This is an optimization exercise on Yosys and OpenROAD, whose aim is small area, a short achievable clock period and few clock cycles, not a production implementation.
No functional check of the RTL was part of any run shown here.

--- flow/run.sh ---
#!/bin/bash
# The standard layout (standard.sh), with two changes: ports are buffered with
# buf_1 instead of the default buffer, and CTS uses clkbuf_8 sink clusters
# without dummy loads. Each tool's output goes to flow.log here.
set -euo pipefail
bash standard.sh \
  "BUFFER_PORTS_ARGS=-buffer_cell sky130_fd_sc_hd__buf_1" \
  "CTS_ARGS=-sink_clustering_enable -repair_clock_nets -sink_clustering_size 20 -sink_clustering_max_diameter 50 -buf_list sky130_fd_sc_hd__clkbuf_8 -dont_use_dummy_load" \
  finish > flow.log 2>&1
--- standard.sh ---
#!/bin/bash
# synth_recipe.tcl (not shown) runs the flow's synth.tcl, then flattens the netlist and writes it again
# the make line also repeats each setting of config.mk as NAME=value (left out here)
make -C /OpenROAD-flow-scripts/flow DESIGN_CONFIG=/design/flow/config.mk WORK_HOME=/design/flow/orfs CLKGATE_MAP_FILE= SYNTH_SCRIPT=/design/flow/synth_recipe.tcl "${@:-finish}"
--- config.mk ---
export PLATFORM = sky130hd
export DESIGN_NAME = MTX_MUL
export DESIGN_NICKNAME = MTX_MUL
export VERILOG_FILES = /design/flow/design.v
export SDC_FILE = /design/flow/constraint.sdc
export NUM_CORES = 4
export LEC_CHECK = 0
export ABC_CLOCK_PERIOD_IN_PS = 4000
export CAP_MARGIN = 20
export CORE_MARGIN = 2
export CORE_UTILIZATION = 75
export CTS_BUF_LIST = sky130_fd_sc_hd__clkbuf_8
export CTS_CLUSTER_DIAMETER = 50
export CTS_CLUSTER_SIZE = 20
export SETUP_SLACK_MARGIN = 5.0
export SLEW_MARGIN = 20
export SYNTH_HIERARCHICAL = 1
export SYNTH_MINIMUM_KEEP_SIZE = 0
--- constraint.sdc ---
create_clock -name core_clock -period 9.0 [get_ports {clk}]
set_input_delay 1.8000 -clock core_clock [delete_from_list [all_inputs] [get_ports {clk}]]
set_output_delay 1.8000 -clock core_clock [all_outputs]
set_load 0.01 [all_outputs]
--- design.v ---
`timescale 1ns / 1ps
module MTX_MUL( MP, ready, m1, m2, load, clk );
	input[7:0] m1, m2;
	input load, clk;
	output[17:0] MP;
	output ready;
	reg [4:0] cnt;
	reg pl, run, rdyn;
	wire [4:0] idx = ( load & ~pl ) ? 5'd0 : cnt;
	always @( posedge clk ) begin
		pl  <= load;
		cnt <= idx + 5'd1;
		run <= load | ( run & ( idx != 5'd31 ) );
		rdyn <= ~( run & ( idx >= 5'd15 ) & ( idx != 5'd31 ) );
	end
	reg [7:0] a [0:11];
	integer k;
	always @( posedge clk ) begin
		a[0] <= m1;
		for( k = 1; k < 12; k = k + 1 ) a[k] <= a[k-1];
	end
	reg [7:0] ar0, ar1, ar2, ar3;
	always @( posedge clk ) begin
		if( idx[1:0] == 2'b00 ) begin
			ar0 <= a[11];
			ar1 <= a[10];
		end
		if( idx[1:0] == 2'b01 ) begin
			ar2 <= a[10];
			ar3 <= a[9];
		end
	end
	reg [7:0] b0 [0:3];
	reg [7:0] b1 [0:3];
	reg [7:0] b2 [0:3];
	reg [7:0] b3 [0:3];
	always @( posedge clk ) begin
		b0[0] <= ( load && idx[3:2] == 2'd0 ) ? m2 : b0[3];
		b1[0] <= ( load && idx[3:2] == 2'd1 ) ? m2 : b1[3];
		b2[0] <= ( load && idx[3:2] == 2'd2 ) ? m2 : b2[3];
		b3[0] <= ( load && idx[3:2] == 2'd3 ) ? m2 : b3[3];
		for( k = 1; k < 4; k = k + 1 ) begin
			b0[k] <= b0[k-1];
			b1[k] <= b1[k-1];
			b2[k] <= b2[k-1];
			b3[k] <= b3[k-1];
		end
	end
	wire [7:0] b0t = b0[0];
	wire [7:0] b1t = b1[0];
	wire [7:0] b2t = b2[1];
	wire [7:0] b3t = b3[1];
	reg [16:0] cs1a, cs1b;
	reg [17:0] cs2a, cs2b;
	reg [17:0] mp;
	wire s1_1, s1_2, s1_3, s1_4, s1_5, s1_6, s1_7, s1_8, s1_9, s1_10, s1_11, s1_12, s1_13, s1_14, s1_15, s1_16, s1_17, s1_18, s1_19, s1_20, s1_21, s1_22, s1_23, s1_24, s1_25, s1_26, s1_27, s1_28, s1_29, s1_30, s1_31, s1_32, s1_33, s1_34, s1_35, s1_36, s1_37, s1_38, s1_39, s1_40, s1_41, s1_42, s1_43, s1_44, s1_45, s1_46, s1_47, s1_48, s1_49, s1_50, s1_51, s1_52, s1_53, s1_54, s1_55, s1_56, s1_57, s1_58, s1_59, s1_60, s1_61, s1_62, s1_63, s1_64, s1_65, s1_66, s1_67, s1_68, s1_69, s1_70, s1_71, s1_72, s1_73, s1_74, s1_75, s1_76, s1_77, s1_78, s1_79, s1_80, s1_81, s1_82, s1_83, s1_84, s1_85, s1_86, s1_87, s1_88, s1_89, s1_90, s1_91, s1_92, s1_93, s1_94, s1_95, s1_96, s1_97, s1_98, s1_99, s1_100, s1_101, s1_102, s1_103, s1_104, s1_105, s1_106, s1_107, s1_108, s1_109, s1_110, s1_111, s1_112, s1_113, s1_114, s1_115, s1_116, s1_117, s1_118, s1_119, s1_120, s1_121, s1_122, s1_123, s1_124, s1_125, s1_126, s1_127, s1_128, s1_129, s1_130, s1_131, s1_132, s1_133, s1_134, s1_135, s1_136, s1_137, s1_138, s1_139, s1_140, s1_141, s1_142, s1_143, s1_144, s1_145, s1_146, s1_147, s1_148, s1_149, s1_150, s1_151, s1_152, s1_153, s1_154, s1_155, s1_156, s1_157, s1_158, s1_159, s1_160, s1_161, s1_162, s1_163, s1_164, s1_165, s1_166, s1_167, s1_168, s1_169, s1_170, s1_171, s1_172, s1_173, s1_174, s1_175, s1_176, s1_177, s1_178, s1_179, s1_180, s1_181, s1_182, s1_183, s1_184, s1_185, s1_186, s1_187, s1_188, s1_189, s1_190, s1_191, s1_192, s1_193, s1_194, s1_195, s1_196, s1_197, s1_198, s1_199, s1_200, s1_201, s1_202, s1_203, s1_204, s1_205, s1_206, s1_207, s1_208, s1_209, s1_210;
	MTX_FA u_s1_1 ( .a( ~( ar0[0] & b0t[6] ) ), .b( ~( ar0[1] & b0t[5] ) ), .c( 1'b1 ), .s( s1_1 ), .co( s1_2 ) );
	MTX_FA u_s1_3 ( .a( ~( ar0[0] & b0t[7] ) ), .b( ~( ar0[1] & b0t[6] ) ), .c( ~( ar0[2] & b0t[5] ) ), .s( s1_3 ), .co( s1_4 ) );
	MTX_FA u_s1_5 ( .a( ~( ar0[3] & b0t[4] ) ), .b( ~( ar0[4] & b0t[3] ) ), .c( ~( ar0[5] & b0t[2] ) ), .s( s1_5 ), .co( s1_6 ) );
	MTX_FA u_s1_7 ( .a( ~( ar0[1] & b0t[7] ) ), .b( ~( ar0[2] & b0t[6] ) ), .c( ~( ar0[3] & b0t[5] ) ), .s( s1_7 ), .co( s1_8 ) );
	MTX_FA u_s1_9 ( .a( ~( ar0[4] & b0t[4] ) ), .b( ~( ar0[5] & b0t[3] ) ), .c( 1'b1 ), .s( s1_9 ), .co( s1_10 ) );
	MTX_FA u_s1_11 ( .a( ~( ar0[2] & b0t[7] ) ), .b( ~( ar0[3] & b0t[6] ) ), .c( 1'b1 ), .s( s1_11 ), .co( s1_12 ) );
	MTX_FA u_s1_13 ( .a( ~( ar0[0] & b0t[4] ) ), .b( ~( ar0[1] & b0t[3] ) ), .c( 1'b1 ), .s( s1_13 ), .co( s1_14 ) );
	MTX_FA u_s1_15 ( .a( ~( ar0[0] & b0t[5] ) ), .b( ~( ar0[1] & b0t[4] ) ), .c( ~( ar0[2] & b0t[3] ) ), .s( s1_15 ), .co( s1_16 ) );
	MTX_FA u_s1_17 ( .a( ~( ar0[3] & b0t[2] ) ), .b( ~( ar0[4] & b0t[1] ) ), .c( ~( ar0[5] & b0t[0] ) ), .s( s1_17 ), .co( s1_18 ) );
	MTX_FA u_s1_19 ( .a( ~( ar0[2] & b0t[4] ) ), .b( ~( ar0[3] & b0t[3] ) ), .c( ~( ar0[4] & b0t[2] ) ), .s( s1_19 ), .co( s1_20 ) );
	MTX_FA u_s1_21 ( .a( ~( ar0[5] & b0t[1] ) ), .b( ~( ar0[6] & b0t[0] ) ), .c( ~( ar1[0] & b1t[6] ) ), .s( s1_21 ), .co( s1_22 ) );
	MTX_FA u_s1_23 ( .a( ~( ar1[1] & b1t[5] ) ), .b( ~( ar1[2] & b1t[4] ) ), .c( ~( ar1[3] & b1t[3] ) ), .s( s1_23 ), .co( s1_24 ) );
	MTX_FA u_s1_25 ( .a( ~( ar0[6] & b0t[1] ) ), .b( ~( ar0[7] & b0t[0] ) ), .c( ~( ar1[0] & b1t[7] ) ), .s( s1_25 ), .co( s1_26 ) );
	MTX_FA u_s1_27 ( .a( ~( ar1[1] & b1t[6] ) ), .b( ~( ar1[2] & b1t[5] ) ), .c( ~( ar1[3] & b1t[4] ) ), .s( s1_27 ), .co( s1_28 ) );
	MTX_FA u_s1_29 ( .a( ~( ar1[4] & b1t[3] ) ), .b( ~( ar1[5] & b1t[2] ) ), .c( ~( ar1[6] & b1t[1] ) ), .s( s1_29 ), .co( s1_30 ) );
	MTX_FA u_s1_31 ( .a( ~( ar1[7] & b1t[0] ) ), .b( s1_2 ), .c( 1'b1 ), .s( s1_31 ), .co( s1_32 ) );
	MTX_FA u_s1_33 ( .a( ~( ar0[6] & b0t[2] ) ), .b( ~( ar0[7] & b0t[1] ) ), .c( ~( ar1[1] & b1t[7] ) ), .s( s1_33 ), .co( s1_34 ) );
	MTX_FA u_s1_35 ( .a( ~( ar1[2] & b1t[6] ) ), .b( ~( ar1[3] & b1t[5] ) ), .c( ~( ar1[4] & b1t[4] ) ), .s( s1_35 ), .co( s1_36 ) );
	MTX_FA u_s1_37 ( .a( ~( ar1[5] & b1t[3] ) ), .b( ~( ar1[6] & b1t[2] ) ), .c( ~( ar1[7] & b1t[1] ) ), .s( s1_37 ), .co( s1_38 ) );
	MTX_FA u_s1_39 ( .a( s1_4 ), .b( s1_6 ), .c( s1_7 ), .s( s1_39 ), .co( s1_40 ) );
	MTX_FA u_s1_41 ( .a( ~( ar0[4] & b0t[5] ) ), .b( ~( ar0[5] & b0t[4] ) ), .c( ~( ar0[6] & b0t[3] ) ), .s( s1_41 ), .co( s1_42 ) );
	MTX_FA u_s1_43 ( .a( ~( ar0[7] & b0t[2] ) ), .b( ~( ar1[2] & b1t[7] ) ), .c( ~( ar1[3] & b1t[6] ) ), .s( s1_43 ), .co( s1_44 ) );
	MTX_FA u_s1_45 ( .a( ~( ar1[4] & b1t[5] ) ), .b( ~( ar1[5] & b1t[4] ) ), .c( ~( ar1[6] & b1t[3] ) ), .s( s1_45 ), .co( s1_46 ) );
	MTX_FA u_s1_47 ( .a( ~( ar1[7] & b1t[2] ) ), .b( s1_10 ), .c( s1_11 ), .s( s1_47 ), .co( s1_48 ) );
	MTX_FA u_s1_49 ( .a( ~( ar0[3] & b0t[7] ) ), .b( ~( ar0[4] & b0t[6] ) ), .c( ~( ar0[5] & b0t[5] ) ), .s( s1_49 ), .co( s1_50 ) );
	MTX_FA u_s1_51 ( .a( ~( ar0[6] & b0t[4] ) ), .b( ~( ar0[7] & b0t[3] ) ), .c( ~( ar1[3] & b1t[7] ) ), .s( s1_51 ), .co( s1_52 ) );
	MTX_FA u_s1_53 ( .a( ~( ar1[4] & b1t[6] ) ), .b( ~( ar1[5] & b1t[5] ) ), .c( ~( ar1[6] & b1t[4] ) ), .s( s1_53 ), .co( s1_54 ) );
	MTX_FA u_s1_55 ( .a( ~( ar0[4] & b0t[7] ) ), .b( ~( ar0[5] & b0t[6] ) ), .c( ~( ar0[6] & b0t[5] ) ), .s( s1_55 ), .co( s1_56 ) );
	MTX_FA u_s1_57 ( .a( ~( ar0[0] & b0t[3] ) ), .b( ~( ar0[1] & b0t[2] ) ), .c( ~( ar0[2] & b0t[1] ) ), .s( s1_57 ), .co( s1_58 ) );
	MTX_FA u_s1_59 ( .a( ~( ar0[2] & b0t[2] ) ), .b( ~( ar0[3] & b0t[1] ) ), .c( ~( ar0[4] & b0t[0] ) ), .s( s1_59 ), .co( s1_60 ) );
	MTX_FA u_s1_61 ( .a( ~( ar1[0] & b1t[4] ) ), .b( ~( ar1[1] & b1t[3] ) ), .c( ~( ar1[2] & b1t[2] ) ), .s( s1_61 ), .co( s1_62 ) );
	MTX_FA u_s1_63 ( .a( ~( ar1[0] & b1t[5] ) ), .b( ~( ar1[1] & b1t[4] ) ), .c( ~( ar1[2] & b1t[3] ) ), .s( s1_63 ), .co( s1_64 ) );
	MTX_FA u_s1_65 ( .a( ~( ar1[3] & b1t[2] ) ), .b( ~( ar1[4] & b1t[1] ) ), .c( ~( ar1[5] & b1t[0] ) ), .s( s1_65 ), .co( s1_66 ) );
	MTX_FA u_s1_67 ( .a( s1_14 ), .b( s1_15 ), .c( 1'b1 ), .s( s1_67 ), .co( s1_68 ) );
	MTX_FA u_s1_69 ( .a( ~( ar1[4] & b1t[2] ) ), .b( ~( ar1[5] & b1t[1] ) ), .c( ~( ar1[6] & b1t[0] ) ), .s( s1_69 ), .co( s1_70 ) );
	MTX_FA u_s1_71 ( .a( s1_1 ), .b( s1_16 ), .c( s1_18 ), .s( s1_71 ), .co( s1_72 ) );
	MTX_FA u_s1_73 ( .a( s1_19 ), .b( s1_21 ), .c( s1_23 ), .s( s1_73 ), .co( s1_74 ) );
	MTX_FA u_s1_75 ( .a( s1_20 ), .b( s1_22 ), .c( s1_24 ), .s( s1_75 ), .co( s1_76 ) );
	MTX_FA u_s1_77 ( .a( s1_25 ), .b( s1_27 ), .c( s1_29 ), .s( s1_77 ), .co( s1_78 ) );
	MTX_FA u_s1_79 ( .a( s1_3 ), .b( s1_5 ), .c( s1_31 ), .s( s1_79 ), .co( s1_80 ) );
	MTX_FA u_s1_81 ( .a( s1_26 ), .b( s1_28 ), .c( s1_30 ), .s( s1_81 ), .co( s1_82 ) );
	MTX_FA u_s1_83 ( .a( s1_33 ), .b( s1_35 ), .c( s1_37 ), .s( s1_83 ), .co( s1_84 ) );
	MTX_FA u_s1_85 ( .a( s1_9 ), .b( s1_32 ), .c( s1_39 ), .s( s1_85 ), .co( s1_86 ) );
	MTX_FA u_s1_87 ( .a( s1_34 ), .b( s1_36 ), .c( s1_38 ), .s( s1_87 ), .co( s1_88 ) );
	MTX_FA u_s1_89 ( .a( s1_41 ), .b( s1_43 ), .c( s1_45 ), .s( s1_89 ), .co( s1_90 ) );
	MTX_FA u_s1_91 ( .a( s1_8 ), .b( s1_40 ), .c( s1_47 ), .s( s1_91 ), .co( s1_92 ) );
	MTX_FA u_s1_93 ( .a( ~( ar1[7] & b1t[3] ) ), .b( s1_12 ), .c( s1_42 ), .s( s1_93 ), .co( s1_94 ) );
	MTX_FA u_s1_95 ( .a( s1_44 ), .b( s1_46 ), .c( s1_49 ), .s( s1_95 ), .co( s1_96 ) );
	MTX_FA u_s1_97 ( .a( s1_51 ), .b( s1_53 ), .c( s1_48 ), .s( s1_97 ), .co( s1_98 ) );
	MTX_FA u_s1_99 ( .a( ~( ar0[7] & b0t[4] ) ), .b( ~( ar1[4] & b1t[7] ) ), .c( ~( ar1[5] & b1t[6] ) ), .s( s1_99 ), .co( s1_100 ) );
	MTX_FA u_s1_101 ( .a( ~( ar1[6] & b1t[5] ) ), .b( ~( ar1[7] & b1t[4] ) ), .c( s1_50 ), .s( s1_101 ), .co( s1_102 ) );
	MTX_FA u_s1_103 ( .a( s1_52 ), .b( s1_54 ), .c( s1_55 ), .s( s1_103 ), .co( s1_104 ) );
	MTX_FA u_s1_105 ( .a( ~( ar0[5] & b0t[7] ) ), .b( ~( ar0[6] & b0t[6] ) ), .c( ~( ar0[7] & b0t[5] ) ), .s( s1_105 ), .co( s1_106 ) );
	MTX_FA u_s1_107 ( .a( ~( ar1[5] & b1t[7] ) ), .b( ~( ar1[6] & b1t[6] ) ), .c( ~( ar1[7] & b1t[5] ) ), .s( s1_107 ), .co( s1_108 ) );
	MTX_FA u_s1_109 ( .a( ~( ar0[0] & b0t[2] ) ), .b( ~( ar0[1] & b0t[1] ) ), .c( ~( ar0[2] & b0t[0] ) ), .s( s1_109 ), .co( s1_110 ) );
	MTX_FA u_s1_111 ( .a( ~( ar0[3] & b0t[0] ) ), .b( ~( ar1[0] & b1t[3] ) ), .c( ~( ar1[1] & b1t[2] ) ), .s( s1_111 ), .co( s1_112 ) );
	MTX_FA u_s1_113 ( .a( ~( ar1[2] & b1t[1] ) ), .b( ~( ar1[3] & b1t[0] ) ), .c( 1'b1 ), .s( s1_113 ), .co( s1_114 ) );
	MTX_FA u_s1_115 ( .a( ~( ar1[3] & b1t[1] ) ), .b( ~( ar1[4] & b1t[0] ) ), .c( s1_13 ), .s( s1_115 ), .co( s1_116 ) );
	MTX_FA u_s1_117 ( .a( s1_58 ), .b( s1_59 ), .c( s1_61 ), .s( s1_117 ), .co( s1_118 ) );
	MTX_FA u_s1_119 ( .a( s1_17 ), .b( s1_60 ), .c( s1_62 ), .s( s1_119 ), .co( s1_120 ) );
	MTX_FA u_s1_121 ( .a( s1_63 ), .b( s1_65 ), .c( s1_67 ), .s( s1_121 ), .co( s1_122 ) );
	MTX_FA u_s1_123 ( .a( s1_64 ), .b( s1_66 ), .c( s1_69 ), .s( s1_123 ), .co( s1_124 ) );
	MTX_FA u_s1_125 ( .a( s1_68 ), .b( s1_71 ), .c( s1_73 ), .s( s1_125 ), .co( s1_126 ) );
	MTX_FA u_s1_127 ( .a( s1_70 ), .b( s1_72 ), .c( s1_74 ), .s( s1_127 ), .co( s1_128 ) );
	MTX_FA u_s1_129 ( .a( s1_75 ), .b( s1_77 ), .c( s1_79 ), .s( s1_129 ), .co( s1_130 ) );
	MTX_FA u_s1_131 ( .a( s1_76 ), .b( s1_78 ), .c( s1_81 ), .s( s1_131 ), .co( s1_132 ) );
	MTX_FA u_s1_133 ( .a( s1_83 ), .b( s1_80 ), .c( s1_85 ), .s( s1_133 ), .co( s1_134 ) );
	MTX_FA u_s1_135 ( .a( s1_82 ), .b( s1_84 ), .c( s1_87 ), .s( s1_135 ), .co( s1_136 ) );
	MTX_FA u_s1_137 ( .a( s1_89 ), .b( s1_86 ), .c( s1_91 ), .s( s1_137 ), .co( s1_138 ) );
	MTX_FA u_s1_139 ( .a( s1_88 ), .b( s1_90 ), .c( s1_93 ), .s( s1_139 ), .co( s1_140 ) );
	MTX_FA u_s1_141 ( .a( s1_95 ), .b( s1_92 ), .c( s1_97 ), .s( s1_141 ), .co( s1_142 ) );
	MTX_FA u_s1_143 ( .a( s1_99 ), .b( s1_101 ), .c( s1_103 ), .s( s1_143 ), .co( s1_144 ) );
	MTX_FA u_s1_145 ( .a( s1_94 ), .b( s1_96 ), .c( s1_98 ), .s( s1_145 ), .co( s1_146 ) );
	MTX_FA u_s1_147 ( .a( s1_100 ), .b( s1_105 ), .c( s1_107 ), .s( s1_147 ), .co( s1_148 ) );
	MTX_FA u_s1_149 ( .a( s1_56 ), .b( s1_102 ), .c( s1_104 ), .s( s1_149 ), .co( s1_150 ) );
	MTX_FA u_s1_151 ( .a( ~( ar0[6] & b0t[7] ) ), .b( ~( ar0[7] & b0t[6] ) ), .c( ~( ar1[6] & b1t[7] ) ), .s( s1_151 ), .co( s1_152 ) );
	MTX_FA u_s1_153 ( .a( ~( ar1[7] & b1t[6] ) ), .b( s1_106 ), .c( s1_108 ), .s( s1_153 ), .co( s1_154 ) );
	MTX_FA u_s1_155 ( .a( ~( ar0[0] & b0t[1] ) ), .b( ~( ar0[1] & b0t[0] ) ), .c( 1'b1 ), .s( s1_155 ), .co( s1_156 ) );
	MTX_FA u_s1_157 ( .a( ~( ar1[0] & b1t[2] ) ), .b( ~( ar1[1] & b1t[1] ) ), .c( ~( ar1[2] & b1t[0] ) ), .s( s1_157 ), .co( s1_158 ) );
	MTX_FA u_s1_159 ( .a( s1_110 ), .b( s1_111 ), .c( s1_113 ), .s( s1_159 ), .co( s1_160 ) );
	MTX_FA u_s1_161 ( .a( s1_112 ), .b( s1_114 ), .c( s1_115 ), .s( s1_161 ), .co( s1_162 ) );
	MTX_FA u_s1_163 ( .a( s1_116 ), .b( s1_118 ), .c( s1_119 ), .s( s1_163 ), .co( s1_164 ) );
	MTX_FA u_s1_165 ( .a( s1_120 ), .b( s1_123 ), .c( s1_122 ), .s( s1_165 ), .co( s1_166 ) );
	MTX_FA u_s1_167 ( .a( s1_124 ), .b( s1_126 ), .c( s1_127 ), .s( s1_167 ), .co( s1_168 ) );
	MTX_FA u_s1_169 ( .a( s1_128 ), .b( s1_131 ), .c( s1_130 ), .s( s1_169 ), .co( s1_170 ) );
	MTX_FA u_s1_171 ( .a( s1_132 ), .b( s1_135 ), .c( s1_134 ), .s( s1_171 ), .co( s1_172 ) );
	MTX_FA u_s1_173 ( .a( s1_136 ), .b( s1_139 ), .c( s1_138 ), .s( s1_173 ), .co( s1_174 ) );
	MTX_FA u_s1_175 ( .a( s1_140 ), .b( s1_143 ), .c( s1_142 ), .s( s1_175 ), .co( s1_176 ) );
	MTX_FA u_s1_177 ( .a( s1_147 ), .b( s1_144 ), .c( s1_149 ), .s( s1_177 ), .co( s1_178 ) );
	MTX_FA u_s1_179 ( .a( s1_151 ), .b( s1_148 ), .c( s1_153 ), .s( s1_179 ), .co( s1_180 ) );
	MTX_FA u_s1_181 ( .a( ~( ar0[7] & b0t[7] ) ), .b( ~( ar1[7] & b1t[7] ) ), .c( s1_152 ), .s( s1_181 ), .co( s1_182 ) );
	MTX_FA u_s1_183 ( .a( ~( ar1[0] & b1t[1] ) ), .b( ~( ar1[1] & b1t[0] ) ), .c( 1'b1 ), .s( s1_183 ), .co( s1_184 ) );
	MTX_FA u_s1_185 ( .a( s1_109 ), .b( s1_156 ), .c( s1_157 ), .s( s1_185 ), .co( s1_186 ) );
	MTX_FA u_s1_187 ( .a( s1_158 ), .b( s1_57 ), .c( s1_159 ), .s( s1_187 ), .co( s1_188 ) );
	MTX_FA u_s1_189 ( .a( s1_117 ), .b( s1_160 ), .c( s1_161 ), .s( s1_189 ), .co( s1_190 ) );
	MTX_FA u_s1_191 ( .a( s1_121 ), .b( s1_162 ), .c( s1_163 ), .s( s1_191 ), .co( s1_192 ) );
	MTX_FA u_s1_193 ( .a( s1_125 ), .b( s1_164 ), .c( s1_165 ), .s( s1_193 ), .co( s1_194 ) );
	MTX_FA u_s1_195 ( .a( s1_129 ), .b( s1_166 ), .c( s1_167 ), .s( s1_195 ), .co( s1_196 ) );
	MTX_FA u_s1_197 ( .a( s1_133 ), .b( s1_168 ), .c( s1_169 ), .s( s1_197 ), .co( s1_198 ) );
	MTX_FA u_s1_199 ( .a( s1_137 ), .b( s1_170 ), .c( s1_171 ), .s( s1_199 ), .co( s1_200 ) );
	MTX_FA u_s1_201 ( .a( s1_141 ), .b( s1_172 ), .c( s1_173 ), .s( s1_201 ), .co( s1_202 ) );
	MTX_FA u_s1_203 ( .a( s1_145 ), .b( s1_174 ), .c( s1_175 ), .s( s1_203 ), .co( s1_204 ) );
	MTX_FA u_s1_205 ( .a( s1_146 ), .b( s1_177 ), .c( s1_176 ), .s( s1_205 ), .co( s1_206 ) );
	MTX_FA u_s1_207 ( .a( s1_150 ), .b( s1_179 ), .c( s1_178 ), .s( s1_207 ), .co( s1_208 ) );
	MTX_FA u_s1_209 ( .a( s1_154 ), .b( s1_181 ), .c( s1_180 ), .s( s1_209 ), .co( s1_210 ) );
	wire [16:0] s1a = { 1'b1, s1_182, s1_209, s1_207, s1_205, s1_203, s1_201, s1_199, s1_197, s1_195, s1_193, s1_191, s1_189, s1_187, s1_185, s1_155, ~( ar0[0] & b0t[0] ) };
	wire [16:0] s1b = { 1'b1, s1_210, s1_208, s1_206, s1_204, s1_202, s1_200, s1_198, s1_196, s1_194, s1_192, s1_190, s1_188, s1_186, s1_184, s1_183, ~( ar1[0] & b1t[0] ) };
	wire s2_1, s2_2, s2_3, s2_4, s2_5, s2_6, s2_7, s2_8, s2_9, s2_10, s2_11, s2_12, s2_13, s2_14, s2_15, s2_16, s2_17, s2_18, s2_19, s2_20, s2_21, s2_22, s2_23, s2_24, s2_25, s2_26, s2_27, s2_28, s2_29, s2_30, s2_31, s2_32, s2_33, s2_34, s2_35, s2_36, s2_37, s2_38, s2_39, s2_40, s2_41, s2_42, s2_43, s2_44, s2_45, s2_46, s2_47, s2_48, s2_49, s2_50, s2_51, s2_52, s2_53, s2_54, s2_55, s2_56, s2_57, s2_58, s2_59, s2_60, s2_61, s2_62, s2_63, s2_64, s2_65, s2_66, s2_67, s2_68, s2_69, s2_70, s2_71, s2_72, s2_73, s2_74, s2_75, s2_76, s2_77, s2_78, s2_79, s2_80, s2_81, s2_82, s2_83, s2_84, s2_85, s2_86, s2_87, s2_88, s2_89, s2_90, s2_91, s2_92, s2_93, s2_94, s2_95, s2_96, s2_97, s2_98, s2_99, s2_100, s2_101, s2_102, s2_103, s2_104, s2_105, s2_106, s2_107, s2_108, s2_109, s2_110, s2_111, s2_112, s2_113, s2_114, s2_115, s2_116, s2_117, s2_118, s2_119, s2_120, s2_121, s2_122, s2_123, s2_124, s2_125, s2_126, s2_127, s2_128, s2_129, s2_130, s2_131, s2_132, s2_133, s2_134, s2_135, s2_136, s2_137, s2_138, s2_139, s2_140, s2_141, s2_142, s2_143, s2_144, s2_145, s2_146, s2_147, s2_148, s2_149, s2_150, s2_151, s2_152, s2_153, s2_154, s2_155, s2_156, s2_157, s2_158, s2_159, s2_160, s2_161, s2_162, s2_163, s2_164, s2_165, s2_166, s2_167, s2_168, s2_169, s2_170, s2_171, s2_172, s2_173, s2_174, s2_175, s2_176, s2_177, s2_178, s2_179, s2_180, s2_181, s2_182, s2_183, s2_184, s2_185, s2_186, s2_187, s2_188, s2_189, s2_190, s2_191, s2_192, s2_193, s2_194, s2_195, s2_196, s2_197, s2_198, s2_199, s2_200, s2_201, s2_202, s2_203, s2_204, s2_205, s2_206, s2_207, s2_208, s2_209, s2_210, s2_211, s2_212, s2_213, s2_214, s2_215, s2_216, s2_217, s2_218, s2_219, s2_220, s2_221, s2_222, s2_223, s2_224, s2_225, s2_226, s2_227, s2_228, s2_229, s2_230, s2_231, s2_232, s2_233, s2_234, s2_235, s2_236, s2_237, s2_238, s2_239, s2_240, s2_241, s2_242, s2_243, s2_244, s2_245, s2_246, s2_247, s2_248, s2_249, s2_250, s2_251, s2_252, s2_253, s2_254, s2_255, s2_256, s2_257, s2_258, s2_259, s2_260, s2_261, s2_262, s2_263, s2_264, s2_265, s2_266, s2_267, s2_268, s2_269, s2_270, s2_271, s2_272, s2_273, s2_274;
	MTX_FA u_s2_1 ( .a( cs1a[5] ), .b( cs1b[5] ), .c( 1'b1 ), .s( s2_1 ), .co( s2_2 ) );
	MTX_FA u_s2_3 ( .a( cs1a[6] ), .b( cs1b[6] ), .c( ~( ar2[0] & b2t[6] ) ), .s( s2_3 ), .co( s2_4 ) );
	MTX_FA u_s2_5 ( .a( ~( ar2[1] & b2t[5] ) ), .b( ~( ar2[2] & b2t[4] ) ), .c( ~( ar2[3] & b2t[3] ) ), .s( s2_5 ), .co( s2_6 ) );
	MTX_FA u_s2_7 ( .a( cs1a[7] ), .b( cs1b[7] ), .c( ~( ar2[0] & b2t[7] ) ), .s( s2_7 ), .co( s2_8 ) );
	MTX_FA u_s2_9 ( .a( ~( ar2[1] & b2t[6] ) ), .b( ~( ar2[2] & b2t[5] ) ), .c( ~( ar2[3] & b2t[4] ) ), .s( s2_9 ), .co( s2_10 ) );
	MTX_FA u_s2_11 ( .a( ~( ar2[4] & b2t[3] ) ), .b( ~( ar2[5] & b2t[2] ) ), .c( ~( ar2[6] & b2t[1] ) ), .s( s2_11 ), .co( s2_12 ) );
	MTX_FA u_s2_13 ( .a( ~( ar2[7] & b2t[0] ) ), .b( ~( ar3[0] & b3t[7] ) ), .c( 1'b1 ), .s( s2_13 ), .co( s2_14 ) );
	MTX_FA u_s2_15 ( .a( cs1a[8] ), .b( cs1b[8] ), .c( ~( ar2[1] & b2t[7] ) ), .s( s2_15 ), .co( s2_16 ) );
	MTX_FA u_s2_17 ( .a( ~( ar2[2] & b2t[6] ) ), .b( ~( ar2[3] & b2t[5] ) ), .c( ~( ar2[4] & b2t[4] ) ), .s( s2_17 ), .co( s2_18 ) );
	MTX_FA u_s2_19 ( .a( ~( ar2[5] & b2t[3] ) ), .b( ~( ar2[6] & b2t[2] ) ), .c( ~( ar2[7] & b2t[1] ) ), .s( s2_19 ), .co( s2_20 ) );
	MTX_FA u_s2_21 ( .a( ~( ar3[1] & b3t[7] ) ), .b( ~( ar3[2] & b3t[6] ) ), .c( 1'b1 ), .s( s2_21 ), .co( s2_22 ) );
	MTX_FA u_s2_23 ( .a( cs1a[9] ), .b( cs1b[9] ), .c( ~( ar2[2] & b2t[7] ) ), .s( s2_23 ), .co( s2_24 ) );
	MTX_FA u_s2_25 ( .a( ~( ar2[3] & b2t[6] ) ), .b( ~( ar2[4] & b2t[5] ) ), .c( ~( ar2[5] & b2t[4] ) ), .s( s2_25 ), .co( s2_26 ) );
	MTX_FA u_s2_27 ( .a( ~( ar2[6] & b2t[3] ) ), .b( ~( ar2[7] & b2t[2] ) ), .c( 1'b1 ), .s( s2_27 ), .co( s2_28 ) );
	MTX_FA u_s2_29 ( .a( cs1a[10] ), .b( cs1b[10] ), .c( ~( ar2[3] & b2t[7] ) ), .s( s2_29 ), .co( s2_30 ) );
	MTX_FA u_s2_31 ( .a( cs1a[3] ), .b( cs1b[3] ), .c( 1'b1 ), .s( s2_31 ), .co( s2_32 ) );
	MTX_FA u_s2_33 ( .a( cs1a[4] ), .b( cs1b[4] ), .c( ~( ar2[0] & b2t[4] ) ), .s( s2_33 ), .co( s2_34 ) );
	MTX_FA u_s2_35 ( .a( ~( ar2[1] & b2t[3] ) ), .b( ~( ar2[2] & b2t[2] ) ), .c( ~( ar2[3] & b2t[1] ) ), .s( s2_35 ), .co( s2_36 ) );
	MTX_FA u_s2_37 ( .a( ~( ar2[0] & b2t[5] ) ), .b( ~( ar2[1] & b2t[4] ) ), .c( ~( ar2[2] & b2t[3] ) ), .s( s2_37 ), .co( s2_38 ) );
	MTX_FA u_s2_39 ( .a( ~( ar2[3] & b2t[2] ) ), .b( ~( ar2[4] & b2t[1] ) ), .c( ~( ar2[5] & b2t[0] ) ), .s( s2_39 ), .co( s2_40 ) );
	MTX_FA u_s2_41 ( .a( ~( ar3[0] & b3t[5] ) ), .b( ~( ar3[1] & b3t[4] ) ), .c( ~( ar3[2] & b3t[3] ) ), .s( s2_41 ), .co( s2_42 ) );
	MTX_FA u_s2_43 ( .a( ~( ar2[4] & b2t[2] ) ), .b( ~( ar2[5] & b2t[1] ) ), .c( ~( ar2[6] & b2t[0] ) ), .s( s2_43 ), .co( s2_44 ) );
	MTX_FA u_s2_45 ( .a( ~( ar3[0] & b3t[6] ) ), .b( ~( ar3[1] & b3t[5] ) ), .c( ~( ar3[2] & b3t[4] ) ), .s( s2_45 ), .co( s2_46 ) );
	MTX_FA u_s2_47 ( .a( ~( ar3[3] & b3t[3] ) ), .b( ~( ar3[4] & b3t[2] ) ), .c( ~( ar3[5] & b3t[1] ) ), .s( s2_47 ), .co( s2_48 ) );
	MTX_FA u_s2_49 ( .a( ~( ar3[6] & b3t[0] ) ), .b( s2_2 ), .c( 1'b1 ), .s( s2_49 ), .co( s2_50 ) );
	MTX_FA u_s2_51 ( .a( ~( ar3[1] & b3t[6] ) ), .b( ~( ar3[2] & b3t[5] ) ), .c( ~( ar3[3] & b3t[4] ) ), .s( s2_51 ), .co( s2_52 ) );
	MTX_FA u_s2_53 ( .a( ~( ar3[4] & b3t[3] ) ), .b( ~( ar3[5] & b3t[2] ) ), .c( ~( ar3[6] & b3t[1] ) ), .s( s2_53 ), .co( s2_54 ) );
	MTX_FA u_s2_55 ( .a( ~( ar3[7] & b3t[0] ) ), .b( s2_11 ), .c( s2_13 ), .s( s2_55 ), .co( s2_56 ) );
	MTX_FA u_s2_57 ( .a( s2_4 ), .b( s2_6 ), .c( s2_7 ), .s( s2_57 ), .co( s2_58 ) );
	MTX_FA u_s2_59 ( .a( ~( ar3[3] & b3t[5] ) ), .b( ~( ar3[4] & b3t[4] ) ), .c( ~( ar3[5] & b3t[3] ) ), .s( s2_59 ), .co( s2_60 ) );
	MTX_FA u_s2_61 ( .a( ~( ar3[6] & b3t[2] ) ), .b( ~( ar3[7] & b3t[1] ) ), .c( s2_10 ), .s( s2_61 ), .co( s2_62 ) );
	MTX_FA u_s2_63 ( .a( s2_12 ), .b( s2_14 ), .c( s2_15 ), .s( s2_63 ), .co( s2_64 ) );
	MTX_FA u_s2_65 ( .a( s2_17 ), .b( s2_19 ), .c( s2_21 ), .s( s2_65 ), .co( s2_66 ) );
	MTX_FA u_s2_67 ( .a( ~( ar3[2] & b3t[7] ) ), .b( ~( ar3[3] & b3t[6] ) ), .c( ~( ar3[4] & b3t[5] ) ), .s( s2_67 ), .co( s2_68 ) );
	MTX_FA u_s2_69 ( .a( ~( ar3[5] & b3t[4] ) ), .b( ~( ar3[6] & b3t[3] ) ), .c( ~( ar3[7] & b3t[2] ) ), .s( s2_69 ), .co( s2_70 ) );
	MTX_FA u_s2_71 ( .a( s2_16 ), .b( s2_18 ), .c( s2_20 ), .s( s2_71 ), .co( s2_72 ) );
	MTX_FA u_s2_73 ( .a( s2_22 ), .b( s2_23 ), .c( s2_25 ), .s( s2_73 ), .co( s2_74 ) );
	MTX_FA u_s2_75 ( .a( ~( ar2[4] & b2t[6] ) ), .b( ~( ar2[5] & b2t[5] ) ), .c( ~( ar2[6] & b2t[4] ) ), .s( s2_75 ), .co( s2_76 ) );
	MTX_FA u_s2_77 ( .a( ~( ar2[7] & b2t[3] ) ), .b( ~( ar3[3] & b3t[7] ) ), .c( ~( ar3[4] & b3t[6] ) ), .s( s2_77 ), .co( s2_78 ) );
	MTX_FA u_s2_79 ( .a( ~( ar3[5] & b3t[5] ) ), .b( ~( ar3[6] & b3t[4] ) ), .c( ~( ar3[7] & b3t[3] ) ), .s( s2_79 ), .co( s2_80 ) );
	MTX_FA u_s2_81 ( .a( s2_24 ), .b( s2_26 ), .c( s2_28 ), .s( s2_81 ), .co( s2_82 ) );
	MTX_FA u_s2_83 ( .a( cs1a[11] ), .b( cs1b[11] ), .c( ~( ar2[4] & b2t[7] ) ), .s( s2_83 ), .co( s2_84 ) );
	MTX_FA u_s2_85 ( .a( ~( ar2[5] & b2t[6] ) ), .b( ~( ar2[6] & b2t[5] ) ), .c( ~( ar2[7] & b2t[4] ) ), .s( s2_85 ), .co( s2_86 ) );
	MTX_FA u_s2_87 ( .a( ~( ar3[4] & b3t[7] ) ), .b( ~( ar3[5] & b3t[6] ) ), .c( ~( ar3[6] & b3t[5] ) ), .s( s2_87 ), .co( s2_88 ) );
	MTX_FA u_s2_89 ( .a( cs1a[12] ), .b( cs1b[12] ), .c( ~( ar2[5] & b2t[7] ) ), .s( s2_89 ), .co( s2_90 ) );
	MTX_FA u_s2_91 ( .a( cs1a[2] ), .b( cs1b[2] ), .c( ~( ar2[0] & b2t[2] ) ), .s( s2_91 ), .co( s2_92 ) );
	MTX_FA u_s2_93 ( .a( ~( ar2[0] & b2t[3] ) ), .b( ~( ar2[1] & b2t[2] ) ), .c( ~( ar2[2] & b2t[1] ) ), .s( s2_93 ), .co( s2_94 ) );
	MTX_FA u_s2_95 ( .a( ~( ar2[3] & b2t[0] ) ), .b( ~( ar3[0] & b3t[3] ) ), .c( ~( ar3[1] & b3t[2] ) ), .s( s2_95 ), .co( s2_96 ) );
	MTX_FA u_s2_97 ( .a( ~( ar2[4] & b2t[0] ) ), .b( ~( ar3[0] & b3t[4] ) ), .c( ~( ar3[1] & b3t[3] ) ), .s( s2_97 ), .co( s2_98 ) );
	MTX_FA u_s2_99 ( .a( ~( ar3[2] & b3t[2] ) ), .b( ~( ar3[3] & b3t[1] ) ), .c( ~( ar3[4] & b3t[0] ) ), .s( s2_99 ), .co( s2_100 ) );
	MTX_FA u_s2_101 ( .a( s2_32 ), .b( s2_33 ), .c( 1'b1 ), .s( s2_101 ), .co( s2_102 ) );
	MTX_FA u_s2_103 ( .a( ~( ar3[3] & b3t[2] ) ), .b( ~( ar3[4] & b3t[1] ) ), .c( ~( ar3[5] & b3t[0] ) ), .s( s2_103 ), .co( s2_104 ) );
	MTX_FA u_s2_105 ( .a( s2_1 ), .b( s2_34 ), .c( s2_36 ), .s( s2_105 ), .co( s2_106 ) );
	MTX_FA u_s2_107 ( .a( s2_37 ), .b( s2_39 ), .c( s2_41 ), .s( s2_107 ), .co( s2_108 ) );
	MTX_FA u_s2_109 ( .a( s2_3 ), .b( s2_38 ), .c( s2_40 ), .s( s2_109 ), .co( s2_110 ) );
	MTX_FA u_s2_111 ( .a( s2_42 ), .b( s2_43 ), .c( s2_45 ), .s( s2_111 ), .co( s2_112 ) );
	MTX_FA u_s2_113 ( .a( s2_47 ), .b( s2_5 ), .c( s2_49 ), .s( s2_113 ), .co( s2_114 ) );
	MTX_FA u_s2_115 ( .a( s2_44 ), .b( s2_46 ), .c( s2_48 ), .s( s2_115 ), .co( s2_116 ) );
	MTX_FA u_s2_117 ( .a( s2_51 ), .b( s2_53 ), .c( s2_9 ), .s( s2_117 ), .co( s2_118 ) );
	MTX_FA u_s2_119 ( .a( s2_50 ), .b( s2_55 ), .c( s2_57 ), .s( s2_119 ), .co( s2_120 ) );
	MTX_FA u_s2_121 ( .a( s2_52 ), .b( s2_54 ), .c( s2_59 ), .s( s2_121 ), .co( s2_122 ) );
	MTX_FA u_s2_123 ( .a( s2_8 ), .b( s2_56 ), .c( s2_58 ), .s( s2_123 ), .co( s2_124 ) );
	MTX_FA u_s2_125 ( .a( s2_61 ), .b( s2_63 ), .c( s2_65 ), .s( s2_125 ), .co( s2_126 ) );
	MTX_FA u_s2_127 ( .a( s2_27 ), .b( s2_60 ), .c( s2_67 ), .s( s2_127 ), .co( s2_128 ) );
	MTX_FA u_s2_129 ( .a( s2_69 ), .b( s2_62 ), .c( s2_64 ), .s( s2_129 ), .co( s2_130 ) );
	MTX_FA u_s2_131 ( .a( s2_66 ), .b( s2_71 ), .c( s2_73 ), .s( s2_131 ), .co( s2_132 ) );
	MTX_FA u_s2_133 ( .a( s2_29 ), .b( s2_68 ), .c( s2_70 ), .s( s2_133 ), .co( s2_134 ) );
	MTX_FA u_s2_135 ( .a( s2_75 ), .b( s2_77 ), .c( s2_79 ), .s( s2_135 ), .co( s2_136 ) );
	MTX_FA u_s2_137 ( .a( s2_72 ), .b( s2_74 ), .c( s2_81 ), .s( s2_137 ), .co( s2_138 ) );
	MTX_FA u_s2_139 ( .a( ~( ar3[7] & b3t[4] ) ), .b( s2_30 ), .c( s2_76 ), .s( s2_139 ), .co( s2_140 ) );
	MTX_FA u_s2_141 ( .a( s2_78 ), .b( s2_80 ), .c( s2_83 ), .s( s2_141 ), .co( s2_142 ) );
	MTX_FA u_s2_143 ( .a( s2_85 ), .b( s2_87 ), .c( s2_82 ), .s( s2_143 ), .co( s2_144 ) );
	MTX_FA u_s2_145 ( .a( ~( ar2[6] & b2t[6] ) ), .b( ~( ar2[7] & b2t[5] ) ), .c( ~( ar3[5] & b3t[7] ) ), .s( s2_145 ), .co( s2_146 ) );
	MTX_FA u_s2_147 ( .a( ~( ar3[6] & b3t[6] ) ), .b( ~( ar3[7] & b3t[5] ) ), .c( s2_84 ), .s( s2_147 ), .co( s2_148 ) );
	MTX_FA u_s2_149 ( .a( s2_86 ), .b( s2_88 ), .c( s2_89 ), .s( s2_149 ), .co( s2_150 ) );
	MTX_FA u_s2_151 ( .a( cs1a[13] ), .b( cs1b[13] ), .c( ~( ar2[6] & b2t[7] ) ), .s( s2_151 ), .co( s2_152 ) );
	MTX_FA u_s2_153 ( .a( ~( ar2[7] & b2t[6] ) ), .b( ~( ar3[6] & b3t[7] ) ), .c( ~( ar3[7] & b3t[6] ) ), .s( s2_153 ), .co( s2_154 ) );
	MTX_FA u_s2_155 ( .a( cs1a[1] ), .b( cs1b[1] ), .c( ~( ar2[0] & b2t[1] ) ), .s( s2_155 ), .co( s2_156 ) );
	MTX_FA u_s2_157 ( .a( ~( ar2[1] & b2t[1] ) ), .b( ~( ar2[2] & b2t[0] ) ), .c( ~( ar3[0] & b3t[2] ) ), .s( s2_157 ), .co( s2_158 ) );
	MTX_FA u_s2_159 ( .a( ~( ar3[1] & b3t[1] ) ), .b( ~( ar3[2] & b3t[0] ) ), .c( 1'b1 ), .s( s2_159 ), .co( s2_160 ) );
	MTX_FA u_s2_161 ( .a( ~( ar3[2] & b3t[1] ) ), .b( ~( ar3[3] & b3t[0] ) ), .c( s2_31 ), .s( s2_161 ), .co( s2_162 ) );
	MTX_FA u_s2_163 ( .a( s2_92 ), .b( s2_93 ), .c( s2_95 ), .s( s2_163 ), .co( s2_164 ) );
	MTX_FA u_s2_165 ( .a( s2_35 ), .b( s2_94 ), .c( s2_96 ), .s( s2_165 ), .co( s2_166 ) );
	MTX_FA u_s2_167 ( .a( s2_97 ), .b( s2_99 ), .c( s2_101 ), .s( s2_167 ), .co( s2_168 ) );
	MTX_FA u_s2_169 ( .a( s2_100 ), .b( s2_103 ), .c( s2_98 ), .s( s2_169 ), .co( s2_170 ) );
	MTX_FA u_s2_171 ( .a( s2_102 ), .b( s2_105 ), .c( s2_107 ), .s( s2_171 ), .co( s2_172 ) );
	MTX_FA u_s2_173 ( .a( s2_104 ), .b( s2_106 ), .c( s2_108 ), .s( s2_173 ), .co( s2_174 ) );
	MTX_FA u_s2_175 ( .a( s2_109 ), .b( s2_111 ), .c( s2_113 ), .s( s2_175 ), .co( s2_176 ) );
	MTX_FA u_s2_177 ( .a( s2_110 ), .b( s2_112 ), .c( s2_115 ), .s( s2_177 ), .co( s2_178 ) );
	MTX_FA u_s2_179 ( .a( s2_117 ), .b( s2_114 ), .c( s2_119 ), .s( s2_179 ), .co( s2_180 ) );
	MTX_FA u_s2_181 ( .a( s2_116 ), .b( s2_118 ), .c( s2_121 ), .s( s2_181 ), .co( s2_182 ) );
	MTX_FA u_s2_183 ( .a( s2_120 ), .b( s2_123 ), .c( s2_125 ), .s( s2_183 ), .co( s2_184 ) );
	MTX_FA u_s2_185 ( .a( s2_122 ), .b( s2_127 ), .c( s2_124 ), .s( s2_185 ), .co( s2_186 ) );
	MTX_FA u_s2_187 ( .a( s2_126 ), .b( s2_129 ), .c( s2_131 ), .s( s2_187 ), .co( s2_188 ) );
	MTX_FA u_s2_189 ( .a( s2_128 ), .b( s2_133 ), .c( s2_135 ), .s( s2_189 ), .co( s2_190 ) );
	MTX_FA u_s2_191 ( .a( s2_130 ), .b( s2_132 ), .c( s2_137 ), .s( s2_191 ), .co( s2_192 ) );
	MTX_FA u_s2_193 ( .a( s2_134 ), .b( s2_136 ), .c( s2_139 ), .s( s2_193 ), .co( s2_194 ) );
	MTX_FA u_s2_195 ( .a( s2_141 ), .b( s2_138 ), .c( s2_143 ), .s( s2_195 ), .co( s2_196 ) );
	MTX_FA u_s2_197 ( .a( s2_145 ), .b( s2_140 ), .c( s2_142 ), .s( s2_197 ), .co( s2_198 ) );
	MTX_FA u_s2_199 ( .a( s2_147 ), .b( s2_149 ), .c( s2_144 ), .s( s2_199 ), .co( s2_200 ) );
	MTX_FA u_s2_201 ( .a( s2_146 ), .b( s2_151 ), .c( s2_153 ), .s( s2_201 ), .co( s2_202 ) );
	MTX_FA u_s2_203 ( .a( s2_90 ), .b( s2_148 ), .c( s2_150 ), .s( s2_203 ), .co( s2_204 ) );
	MTX_FA u_s2_205 ( .a( cs1a[14] ), .b( cs1b[14] ), .c( ~( ar2[7] & b2t[7] ) ), .s( s2_205 ), .co( s2_206 ) );
	MTX_FA u_s2_207 ( .a( ~( ar3[7] & b3t[7] ) ), .b( s2_152 ), .c( s2_154 ), .s( s2_207 ), .co( s2_208 ) );
	MTX_FA u_s2_209 ( .a( cs1a[0] ), .b( cs1b[0] ), .c( 1'b1 ), .s( s2_209 ), .co( s2_210 ) );
	MTX_FA u_s2_211 ( .a( ~( ar2[1] & b2t[0] ) ), .b( ~( ar3[0] & b3t[1] ) ), .c( ~( ar3[1] & b3t[0] ) ), .s( s2_211 ), .co( s2_212 ) );
	MTX_FA u_s2_213 ( .a( s2_156 ), .b( s2_157 ), .c( s2_159 ), .s( s2_213 ), .co( s2_214 ) );
	MTX_FA u_s2_215 ( .a( s2_158 ), .b( s2_160 ), .c( s2_161 ), .s( s2_215 ), .co( s2_216 ) );
	MTX_FA u_s2_217 ( .a( s2_162 ), .b( s2_164 ), .c( s2_165 ), .s( s2_217 ), .co( s2_218 ) );
	MTX_FA u_s2_219 ( .a( s2_166 ), .b( s2_169 ), .c( s2_168 ), .s( s2_219 ), .co( s2_220 ) );
	MTX_FA u_s2_221 ( .a( s2_170 ), .b( s2_172 ), .c( s2_173 ), .s( s2_221 ), .co( s2_222 ) );
	MTX_FA u_s2_223 ( .a( s2_174 ), .b( s2_177 ), .c( s2_176 ), .s( s2_223 ), .co( s2_224 ) );
	MTX_FA u_s2_225 ( .a( s2_178 ), .b( s2_181 ), .c( s2_180 ), .s( s2_225 ), .co( s2_226 ) );
	MTX_FA u_s2_227 ( .a( s2_182 ), .b( s2_184 ), .c( s2_185 ), .s( s2_227 ), .co( s2_228 ) );
	MTX_FA u_s2_229 ( .a( s2_189 ), .b( s2_186 ), .c( s2_188 ), .s( s2_229 ), .co( s2_230 ) );
	MTX_FA u_s2_231 ( .a( s2_190 ), .b( s2_193 ), .c( s2_192 ), .s( s2_231 ), .co( s2_232 ) );
	MTX_FA u_s2_233 ( .a( s2_194 ), .b( s2_197 ), .c( s2_196 ), .s( s2_233 ), .co( s2_234 ) );
	MTX_FA u_s2_235 ( .a( s2_201 ), .b( s2_198 ), .c( s2_203 ), .s( s2_235 ), .co( s2_236 ) );
	MTX_FA u_s2_237 ( .a( s2_205 ), .b( s2_202 ), .c( s2_207 ), .s( s2_237 ), .co( s2_238 ) );
	MTX_FA u_s2_239 ( .a( cs1a[15] ), .b( cs1b[15] ), .c( s2_206 ), .s( s2_239 ), .co( s2_240 ) );
	MTX_FA u_s2_241 ( .a( ~( ar2[0] & b2t[0] ) ), .b( ~( ar3[0] & b3t[0] ) ), .c( 1'b1 ), .s( s2_241 ), .co( s2_242 ) );
	MTX_FA u_s2_243 ( .a( s2_155 ), .b( s2_210 ), .c( s2_211 ), .s( s2_243 ), .co( s2_244 ) );
	MTX_FA u_s2_245 ( .a( s2_212 ), .b( s2_91 ), .c( s2_213 ), .s( s2_245 ), .co( s2_246 ) );
	MTX_FA u_s2_247 ( .a( s2_163 ), .b( s2_214 ), .c( s2_215 ), .s( s2_247 ), .co( s2_248 ) );
	MTX_FA u_s2_249 ( .a( s2_167 ), .b( s2_216 ), .c( s2_217 ), .s( s2_249 ), .co( s2_250 ) );
	MTX_FA u_s2_251 ( .a( s2_171 ), .b( s2_218 ), .c( s2_219 ), .s( s2_251 ), .co( s2_252 ) );
	MTX_FA u_s2_253 ( .a( s2_175 ), .b( s2_220 ), .c( s2_221 ), .s( s2_253 ), .co( s2_254 ) );
	MTX_FA u_s2_255 ( .a( s2_179 ), .b( s2_222 ), .c( s2_223 ), .s( s2_255 ), .co( s2_256 ) );
	MTX_FA u_s2_257 ( .a( s2_183 ), .b( s2_224 ), .c( s2_225 ), .s( s2_257 ), .co( s2_258 ) );
	MTX_FA u_s2_259 ( .a( s2_187 ), .b( s2_226 ), .c( s2_227 ), .s( s2_259 ), .co( s2_260 ) );
	MTX_FA u_s2_261 ( .a( s2_191 ), .b( s2_228 ), .c( s2_229 ), .s( s2_261 ), .co( s2_262 ) );
	MTX_FA u_s2_263 ( .a( s2_195 ), .b( s2_230 ), .c( s2_231 ), .s( s2_263 ), .co( s2_264 ) );
	MTX_FA u_s2_265 ( .a( s2_199 ), .b( s2_232 ), .c( s2_233 ), .s( s2_265 ), .co( s2_266 ) );
	MTX_FA u_s2_267 ( .a( s2_200 ), .b( s2_235 ), .c( s2_234 ), .s( s2_267 ), .co( s2_268 ) );
	MTX_FA u_s2_269 ( .a( s2_204 ), .b( s2_237 ), .c( s2_236 ), .s( s2_269 ), .co( s2_270 ) );
	MTX_FA u_s2_271 ( .a( s2_208 ), .b( s2_239 ), .c( s2_238 ), .s( s2_271 ), .co( s2_272 ) );
	MTX_FA u_s2_273 ( .a( cs1a[16] ), .b( cs1b[16] ), .c( s2_240 ), .s( s2_273 ), .co( s2_274 ) );
	wire [17:0] s2a = { s2_274, s2_273, s2_271, s2_269, s2_267, s2_265, s2_263, s2_261, s2_259, s2_257, s2_255, s2_253, s2_251, s2_249, s2_247, s2_245, s2_243, s2_209 };
	wire [17:0] s2b = { 1'b1, s2_272, s2_270, s2_268, s2_266, s2_264, s2_262, s2_260, s2_258, s2_256, s2_254, s2_252, s2_250, s2_248, s2_246, s2_244, s2_242, s2_241 };
	always @( posedge clk ) begin
		cs1a <= s1a;
		cs1b <= s1b;
		cs2a <= s2a;
		cs2b <= s2b;
		mp <= ~( cs2a + cs2b + 18'd1 );
	end
	assign ready = ~( rdyn | load );
	assign MP = mp;
endmodule
module MTX_FA( a, b, c, s, co );
	input a, b, c;
	output s, co;
	assign s = a ^ b ^ c;
	assign co = ( a & b ) | ( a & c ) | ( b & c );
endmodule
module MTX_HAN( a, b, s, co );
	input a, b;
	output s, co;
	assign s = ~( a ^ b );
	assign co = a | b;
endmodule
==> flow_summary.toml, run 1 <==
[routing]
vias_per_cell = 5.59
drt-pass1-iter-count = 5
post_drt_wl_per_cell_um = 19.2
drt_iter0_drc = 542
vias = 7637
drc = 0
postRouteAntennaNets = 0
drt_wl_total_um = 26200

[status]
status = "no timing/DRC/antenna violations"

[final_layout]
layout.nets = 1386
drive_gt1_frac = 0.0609
fillers = 1164
final_util = 0.795
syn2layout_area_growth_pct = 4.43
final_area_um2 = 15400
antenna_cells = 0

[worst_setup_path]
rr_startpoint = "b2[1][6]$_DFF_P_"
cpPeakStageDelay_ps = 140
crit_buf_inv = 2
path_cells = "buf_2 -> nor2_1 -> clkbuf_2"
path_max_fanout = 8
path_depth = 3
endpoint_kind = "primary output"
crit_start = "load"
cp-start-kind = "input pin"
worstSetupPathType = "input pin to primary output"
cpMaxStageDelayCell = "buf_2"
critPathArrivalTime_ps = 2180
crit_family = "buffers and inverters"
cp.required_ps = 7200
reg2reg_depth = 7

[grt]
grtUsageTotal = 0.278
grt_max_degree = 21
grt_pass1_vias = 8344
antenna_found_initial = 0
grt_pass1_wl_um = 42900
gr-total-overflow = 0

[synthesis]
synth-edff-count = 32
syn_area_um2 = 14800
synthCells = 1087
async_reset_ff_frac = 0
ys_seq_elements = 349
yosysUniqueCellTypes = 44
avgSynthCellArea_um2 = 13.6
seq_area_frac_synth = 0.495
synth_ff_type = "dfxtp_1"
yosys_warnings = 12

[hold_path]
hold_path.class = "register to register"
min_from = "b2[2][0]$_DFF_P_"
hold_path_depth = 0

[clocking]
htreeDepth = 1
cts_buffers = 27
cts_tree = "built"
clkSlewWorstSetupHoldPaths_ps = 100
clk_latency_ps = 580
cts_root_buf = "clkbuf_8"
cts_num_sinks = 349
cts.path.max_buffers = 3

[floorplanning]
start_util = 0.761
rows = 51
die_area_um2 = 20800
core_region_area_um2 = 19400
die_w_um = 144
fp.dieH_um = 144
io_pins = 37

[sta]
period_share = 0.443
rsz0062_at_grt = "false"
setup_viol = 0
fin_skew_ps = 64.9
tightest_slew_ps = 972
hold_slack_ps = 265
slew_headroom = 0.352
hold_viol = 0
tns_ps = 0
clock.fmax_ghz = 0.251
period_needed_ps = 3980
slew_viol_final = 0

[job]
max_cap_violations = 0

[place]
place_congestion = 0.896
hpwl_um = 20100
dpl_cell_area_um2 = 15000
io_buffers = 36
## synthesized netlist by cell type (all sizes together) (2+ instances only)
cell type | number | share of area
inv | 12 | 0.0031
o211ai | 2 | 0.0014
a21oi | 10 | 0.0034
nand2 | 268 | 0.068
xor2 | 7 | 0.0042
a211o | 3 | 0.0018
a31oi | 2 | 0.00085
mux2 | 32 | 0.024
a21o | 9 | 0.0047
dfxtp | 317 | 0.43
nand2b | 3 | 0.0013
o21bai | 2 | 0.0010
a211oi | 2 | 0.0014
fa | 243 | 0.33
nand3 | 6 | 0.0020
edfxtp | 32 | 0.065
clkbuf | 66 | 0.017
nor2 | 6 | 0.0015
o21ai | 8 | 0.0027
xnor2 | 8 | 0.0047
nand4 | 3 | 0.0013
a221o | 2 | 0.0014
buf | 3 | 0.00093
nor3 | 2 | 0.00068
and3 | 3 | 0.0013
ha | 22 | 0.019
## metal layers
| metal | global-route usage | up-vias | share of wire |
|---|---|---|---|
| li1 | - | 3384 | - |
| met1 | 0.367 | 3916 | 0.39 |
| met2 | 0.476 | 265 | 0.51 |
| met3 | 0.0371 | 72 | 0.050 |
| met4 | 0.112 | 0 | 0.044 |
| met5 | 0 | - | 0 |
## modules after synthesis, one instance, submodules excluded
module / times used / area [µm²] / flops+latches
MTX_MUL: 1 / 9920 / 349
MTX_FA: 242 / 20.0 / 0
## metrics by stage
stage	setup WS (ps)	std cells
4_1_cts	5010	1366
2_1_floorplan	5070	1107
3_5_place_dp	4960	1339
5_1_grt	4980	1366
6_report	5020	1366
3_3_place_gp	4970	1339
## placed cells by master (no fill, tap or decap), drive strengths merged, types with 9 or more instances in the layout
cell    count
a21o        9
a21oi      10
buf        35
clkbuf     28
conb       21
dfxtp     317
edfxtp     32
fa        243
ha         22
inv        12
mux2       32
nand2     268
## kinds of logic after synthesis
| group | synth area share |
|---|---|
| compound gates | 0.0233 |
| xor+xnor | 0.00890 |
| fa+ha+maj | 0.348 |
| buf+inv | 0.0208 |
| flops | 0.495 |
| mux | 0.0251 |
| other cells | 0.000254 |
| simple gates | 0.0787 |
## area by class of cell
cell class,count,area (µm²),area share
multi-input cells,677,7230,0.469
repair buffers,36,138,0.00893
flip-flops and latches,349,7310,0.474
clock buffers,27,372,0.0241
well taps,265,332,0.0215
inverters,12,45.0,0.00292
## flip-flops by register name, summed over array words and instances, names as in the netlist, 8 cells and up
name,count
mp,18
ar3,8
cs2b,17
b0,32
cs1a,16
b2,32
b1,32
a,96
ar2,8
cs1b,16
ar0,8
ar1,8
b3,32
cs2a,18
## path summary, 6_finish.rpt
kind / endpoint / slack (ps)
setup / recovery: ready / 5020
hold / removal: b2[3][0]$_DFF_P_ / 270
setup reg to reg: cs2a[9]$_DFF_P_ / 5230
hold reg to reg: b2[3][0]$_DFF_P_ / 270
## what timing repair did
item	in CTS	in global routing
endpoints found under the setup margin	1	1
hold endpoints to repair	0	0
gates resized for setup	1	1
hold buffers	0	0
setup buffers	0	0
==> run 2: changes to the inputs <==
==> flow/run.sh (replaced) <==
#!/bin/bash
# The standard layout (standard.sh), with two changes: ports are buffered with
# buf_1 instead of the default buffer, and CTS uses clkbuf_8 sink clusters
# without dummy loads. Each tool's output goes to flow.log here.
set -euo pipefail
bash standard.sh \
  "BUFFER_PORTS_ARGS=-buffer_cell sky130_fd_sc_hd__buf_1" \
  "CTS_ARGS=-sink_clustering_enable -repair_clock_nets -sink_clustering_size 16 -sink_clustering_max_diameter 50 -buf_list {sky130_fd_sc_hd__clkbuf_4 sky130_fd_sc_hd__clkbuf_8} -dont_use_dummy_load" \
  finish > flow.log 2>&1
--- a/config.mk
+++ b/config.mk
@@ -8,7 +8,7 @@
 export ABC_CLOCK_PERIOD_IN_PS = 4000
 export CAP_MARGIN = 20
 export CORE_MARGIN = 2
-export CORE_UTILIZATION = 75
+export CORE_UTILIZATION = 85
 export CTS_BUF_LIST = sky130_fd_sc_hd__clkbuf_8
 export CTS_CLUSTER_DIAMETER = 50
 export CTS_CLUSTER_SIZE = 20
==> run 2 against run 1 <==
Against the previous run:
- the flow now stops in detailed placement (3_5_place_dp)
- synthesized cell count unchanged
- area after synthesis unchanged
==> flow_summary.toml, run 2 <==
[synthesis]
synth_ff_type = "dfxtp_1"
ys_seq_elements = 349
synthCells = 1087
avgSynthCellArea_um2 = 13.6
syn_area_um2 = 14800
synthTopCellsByArea = "dfxtp_1, fa_1, nand2_1, edfxtp_1, mux2_2"
synthDominantCellAreaShare = 0.430
yosys_warnings = 12
synth_top_area_cell = "dfxtp_1"
post-synth-top-count-cell = "dfxtp_1"
seq_area_frac_synth = 0.495
synthTopCellsByCount = "dfxtp_1, nand2_1, fa_1"
synth-edff-count = 32
yosysUniqueCellTypes = 44
async_reset_ff_frac = 0

[place]
hpwl_um = 24000
io_buffers = 36
place_congestion = 0.939

[floorplanning]
die_w_um = 136
rows = 48
start_util = 0.863
io_pins = 37
fp.dieH_um = 136

[status]
tool.error = "[ERROR DPL-0033] detailed placement checks failed during check placement."
stop_stage = "detailed placement (3_5_place_dp)"
status = "aborted with a tool error"
[run 2: cell counts after synthesis]
No cell type changed its count.
[run 2: worst min path at each step]
stage / from / to / slack, ps
2_1_floorplan: a[0][0]$_DFF_P_ / a[1][0]$_DFF_P_ / 310
3_3_place_gp: b1[2][4]$_DFF_P_ / b1[3][4]$_DFF_P_ / 310
[run 2: through the flow]
step	setup slack, ps	instances	hold WS [ps]	instance area [µm²]
global placement	4980	1299	310	15000
floorplan	5070	1107	310	14800
[run 2: logic make-up after synthesis]
family | synth area share
buffers and inverters | 0.0208
adder cells (fa/ha/maj) | 0.348
AND/OR/NAND/NOR | 0.0787
flip-flops | 0.495
multiplexers | 0.0251
AO/OA/AOI/OAI | 0.0233
XOR/XNOR | 0.00890
other | 0.000254
[run 2: modules after synthesis (local to each module, per instance)]
module   flops+latches  times used  cells inside
MTX_MUL            349           1           845
MTX_FA               0         242             1

what the ideal ports hide:
The results above use ideal ports. As a check the final layout listed here was re-extracted and re-timed, cells and wires unchanged. Step 1 assumes that a clkbuf_16 drives the clock port and a buf_2 every other input. Step 2 moves the port delays by t, midway between the first and last clock arrival at a register: inputs arrive t later, outputs are due t later. That takes back most of the time a late clock gives input paths. Slacks: ideal / step 1 / step 2; pairs: ideal / step 1.
run: run 1
t, ns: 0.588
slack for setup (ns): 5.017 / 5.000 / 5.000
hold WS [ns]: 0.265 / 0.265 / 0.265
After both steps setup and hold are still met in run 1. For run 1, drivers alone change the setup slack by -0.017 ns; drivers and shift together by -0.017 ns.
